What follows belongs to an exercise in optimizing a design on an open flow for small area and a short achievable clock period; a production flow would make more cautious choices.
The RTL was checked by simulation tests, not by an equivalence proof against the original design.
Power is estimated from default activity; no workload was simulated.

==> run R: inputs <==
## pe_array
module pe_array (
  input wire [3:0] sw_output_1,
  input wire [3:0] sw_output_2,
  input wire [3:0] sw_output_3,
  input wire [3:0] sw_output_4,
  input wire [3:0] sw_output_5,
  input wire [3:0] sw_output_6,
  input wire [3:0] sw_output_7,
  input wire [3:0] sw_output_8,
  input wire [3:0] sw_output_9,
  input wire [3:0] sw_output_10,
  input wire [3:0] sw_output_11,
  input wire [3:0] sw_output_12,
  input wire [3:0] sw_output_13,
  input wire [3:0] sw_output_14,
  input wire [3:0] sw_output_15,
  input wire [3:0] sw_output_16,
  input wire [3:0] sw_output_17,
  input wire [3:0] sw_output_18,
  input wire [3:0] sw_output_19,
  input wire [3:0] sw_output_20,
  input wire [3:0] sw_output_21,
  input wire [3:0] sw_output_22,
  input wire [3:0] sw_output_23,
  input wire [3:0] sw_output_24,
  input wire [3:0] sw_output_25,
  input wire [3:0] sw_output_26,
  input wire [3:0] sw_output_27,
  input wire [3:0] sw_output_28,
  input wire [3:0] sw_output_29,
  input wire [3:0] sw_output_30,
  input wire [3:0] sw_output_31,
  input wire [3:0] sw_output_32,
  ...
clock: 4.5 ns
lec_check: 0
cap_margin: 20
core_margin: 2
core_utilization: 60
cts_cluster_diameter: 100
cts_cluster_size: 30
setup_slack_margin: 2.3
slew_margin: 20
synth_hierarchical: 1
standard.sh (not shown) runs the stock make flow with config.mk's settings and CLKGATE_MAP_FILE= SYNTH_SCRIPT=/design/flow/synth_recipe.tcl, a recipe that flattens the netlist after the stock synthesis.
==> flow/flow/run.sh <==
#!/bin/bash
# Standard layout, with plain buffers (instead of delay cells) on the ports.
set -euo pipefail
bash standard.sh "BUFFER_PORTS_ARGS=-buffer_cell sky130_fd_sc_hd__buf_1" finish > standard_flow.log 2>&1
==> run A: changes against run R <==
Settings changed: SETUP_SLACK_MARGIN 2.3 to 2.15.
==> run E: changes against run R <==
==> flow/flow/run.sh (replaced) <==
#!/bin/bash
# Standard layout, with plain buffers (instead of delay cells) on the ports,
# and the enable and output pins kept together on one edge.
set -euo pipefail
bash standard.sh "BUFFER_PORTS_ARGS=-buffer_cell sky130_fd_sc_hd__buf_1" "IO_CONSTRAINTS=$PWD/flow/io.tcl" finish > standard_flow.log 2>&1
==> flow/flow/io.tcl (new file) <==
# keep the enable and the outputs together on one edge, the enable in the middle
set_io_pin_constraint -region right:* -group -order -pin_names {final_output_1[0] final_output_1[1] final_output_1[2] final_output_1[3] final_output_1[4] final_output_1[5] final_output_1[6] final_output_1[7] final_output_1[8] final_output_1[9] final_output_1[10] final_output_1[11] final_output_2[0] final_output_2[1] final_output_2[2] final_output_2[3] final_output_2[4] final_output_2[5] final_output_2[6] final_output_2[7] final_output_2[8] final_output_2[9] final_output_2[10] final_output_2[11] final_output_3[0] final_output_3[1] final_output_3[2] final_output_3[3] final_output_3[4] final_output_3[5] final_output_3[6] final_output_3[7] final_output_3[8] final_output_3[9] final_output_3[10] final_output_3[11] final_output_4[0] final_output_4[1] final_output_4[2] final_output_4[3] final_output_4[4] final_output_4[5] final_output_4[6] final_output_4[7] final_output_4[8] final_output_4[9] final_output_4[10] final_output_4[11] final_output_5[0] final_output_5[1] final_output_5[2] final_output_5[3] final_output_5[4] final_output_5[5] pe_array_enable final_output_5[6] final_output_5[7] final_output_5[8] final_output_5[9] final_output_5[10] final_output_5[11] final_output_6[0] final_output_6[1] final_output_6[2] final_output_6[3] final_output_6[4] final_output_6[5] final_output_6[6] final_output_6[7] final_output_6[8] final_output_6[9] final_output_6[10] final_output_6[11] final_output_7[0] final_output_7[1] final_output_7[2] final_output_7[3] final_output_7[4] final_output_7[5] final_output_7[6] final_output_7[7] final_output_7[8] final_output_7[9] final_output_7[10] final_output_7[11] final_output_8[0] final_output_8[1] final_output_8[2] final_output_8[3] final_output_8[4] final_output_8[5] final_output_8[6] final_output_8[7] final_output_8[8] final_output_8[9] final_output_8[10] final_output_8[11] final_output_9[0] final_output_9[1] final_output_9[2] final_output_9[3] final_output_9[4] final_output_9[5] final_output_9[6] final_output_9[7] final_output_9[8] final_output_9[9] final_output_9[10] final_output_9[11]}
Settings changed: CORE_UTILIZATION 60 to 70, SETUP_SLACK_MARGIN 2.3 to 2.15.
==> run G: changes against run R <==
==> flow/flow/run.sh (replaced) <==
#!/bin/bash
# Standard layout, with plain buffers (instead of delay cells) on the ports,
# and the enable and output pins kept together on one edge.
set -euo pipefail
bash standard.sh "BUFFER_PORTS_ARGS=-buffer_cell sky130_fd_sc_hd__buf_1" "IO_CONSTRAINTS=$PWD/flow/io.tcl" finish > standard_flow.log 2>&1
==> flow/flow/io.tcl (new file) <==
# keep the enable and the outputs together on one edge, the enable in the middle
set_io_pin_constraint -region right:* -group -order -pin_names {final_output_1[0] final_output_1[1] final_output_1[2] final_output_1[3] final_output_1[4] final_output_1[5] final_output_1[6] final_output_1[7] final_output_1[8] final_output_1[9] final_output_1[10] final_output_1[11] final_output_2[0] final_output_2[1] final_output_2[2] final_output_2[3] final_output_2[4] final_output_2[5] final_output_2[6] final_output_2[7] final_output_2[8] final_output_2[9] final_output_2[10] final_output_2[11] final_output_3[0] final_output_3[1] final_output_3[2] final_output_3[3] final_output_3[4] final_output_3[5] final_output_3[6] final_output_3[7] final_output_3[8] final_output_3[9] final_output_3[10] final_output_3[11] final_output_4[0] final_output_4[1] final_output_4[2] final_output_4[3] final_output_4[4] final_output_4[5] final_output_4[6] final_output_4[7] final_output_4[8] final_output_4[9] final_output_4[10] final_output_4[11] final_output_5[0] final_output_5[1] final_output_5[2] final_output_5[3] final_output_5[4] final_output_5[5] pe_array_enable final_output_5[6] final_output_5[7] final_output_5[8] final_output_5[9] final_output_5[10] final_output_5[11] final_output_6[0] final_output_6[1] final_output_6[2] final_output_6[3] final_output_6[4] final_output_6[5] final_output_6[6] final_output_6[7] final_output_6[8] final_output_6[9] final_output_6[10] final_output_6[11] final_output_7[0] final_output_7[1] final_output_7[2] final_output_7[3] final_output_7[4] final_output_7[5] final_output_7[6] final_output_7[7] final_output_7[8] final_output_7[9] final_output_7[10] final_output_7[11] final_output_8[0] final_output_8[1] final_output_8[2] final_output_8[3] final_output_8[4] final_output_8[5] final_output_8[6] final_output_8[7] final_output_8[8] final_output_8[9] final_output_8[10] final_output_8[11] final_output_9[0] final_output_9[1] final_output_9[2] final_output_9[3] final_output_9[4] final_output_9[5] final_output_9[6] final_output_9[7] final_output_9[8] final_output_9[9] final_output_9[10] final_output_9[11]}
==> qor summary <==
Worst flop-to-flop path startpoint: run E d_3_0[2]; run G reset_d; run R d_5_6[2]; run A d_5_6[2]
Combinational Power: run E 7130 µW; run G 7180 µW; run R 7040 µW; run A 7010 µW
Wire length of the first global-routing pass: run E 251.1 mm; run G 256.3 mm; run R 243.7 mm; run A 243.7 mm
Run status: run E timing/DRC/antenna clean; run G timing/DRC/antenna clean; run R timing/DRC/antenna clean; run A timing/DRC/antenna clean
Starting Density: run E 0.7063; run G 0.6036; run R 0.6036; run A 0.6036
Setup repair after global routing missed its margin: run E false; run G true; run R true; run A true
Y dimension of the die: run E 365.9 µm; run G 394.9 µm; run R 394.9 µm; run A 394.9 µm
GRT Util Overall: run E 0.2415; run G 0.2120; run R 0.1973; run A 0.1973
Class of the tightest hold or removal check: run E flip-flop to flip-flop; run G input port to flip-flop; run R flip-flop to flip-flop; run A input port to flip-flop
Critical path startpoint: run E pe_array_enable; run G o_0[1]; run R pe_array_enable; run A pe_array_enable
Total half-perimeter wirelength after legalization and detailed placement: run E 133.5 mm; run G 134.7 mm; run R 122.2 mm; run A 122.2 mm
Tap Count: run E 1742; run G 2030; run R 2030; run A 2030
Setup Skew: run E 0.03279 ns; run G 0.01482 ns; run R 0.01916 ns; run A 0.01904 ns
Fin worst setup slack: run E 2.187 ns; run G 2.156 ns; run R 2.133 ns; run A 2.132 ns
Final routed wire length divided by cell count: run E 16.74 µm; run G 16.74 µm; run R 15.49 µm; run A 15.43 µm
Sequential fraction of design power: run E 0.590; run G 0.583; run R 0.587; run A 0.587
Switching power summed over all nets: run E 10040 µW; run G 10110 µW; run R 9889 µW; run A 9879 µW
Top achievable clock speed: run E 432.4 MHz; run G 426.6 MHz; run R 422.5 MHz; run A 422.3 MHz
Register Area: run E 39750 µm²; run G 39850 µm²; run R 39670 µm²; run A 39670 µm²
Cell total after placement: run E 9365; run G 9652; run R 9648; run A 9648
Sum of met2 wire segment lengths after detailed routing: run E 81.14 mm; run G 82.68 mm; run R 73.69 mm; run A 73.38 mm
Combined buffer and inverter count along the critical path: run E 2; run G 1; run R 3; run A 3
Capture point of the critical path: run E final_output_3[8]; run G final_output_1[1]; run R final_output_3[4]; run A final_output_3[6]
Routed via count divided by cell count: run E 4.855; run G 4.671; run R 4.634; run A 4.634
Routing usage on met2: run E 0.4329; run G 0.3738; run R 0.3357; run A 0.3360
N_diodes: run E 47; run G 50; run R 37; run A 40

-- re-timing with driven ports --
The results above use ideal ports. As a check the final layouts listed here were re-extracted and re-timed, cells and wires unchanged.
Step 1 sets driving cells, clkbuf_16 on the clock port and buf_2 on the other inputs (assumed; they add their load-dependent delay and slew).
Step 2 adds t to the input delays and takes it off the output delays; t is the mean of the earliest and latest rising clock arrival at the registers after step 1. Input paths then give back, and output paths get back, about the clock's delay inside the block.
Slacks: no drivers / after step 1 / after step 2; pairs: no drivers / after step 1.
run | t (ns) | slack for setup (ns) | worst setup path at the end | worst register clock-pin slew, ns | cell pins on the clock port's net
run R | 0.765 | 2.133 / 1.880 / 1.507 | input to register | 0.11 / 0.11 | 1
run A | 0.765 | 2.132 / 1.858 / 1.475 | input to register | 0.12 / 0.12 | 1
run E | 0.762 | 2.187 / 2.078 / 1.418 | input to register | 0.12 / 0.12 | 1
run G | 0.773 | 2.156 / 1.771 / 1.513 | input to register | 0.11 / 0.11 | 1
After both steps every run listed still meets setup and hold. For run E, which loses most, drivers alone change the setup slack by -0.109 ns; drivers and shift together by -0.769 ns.
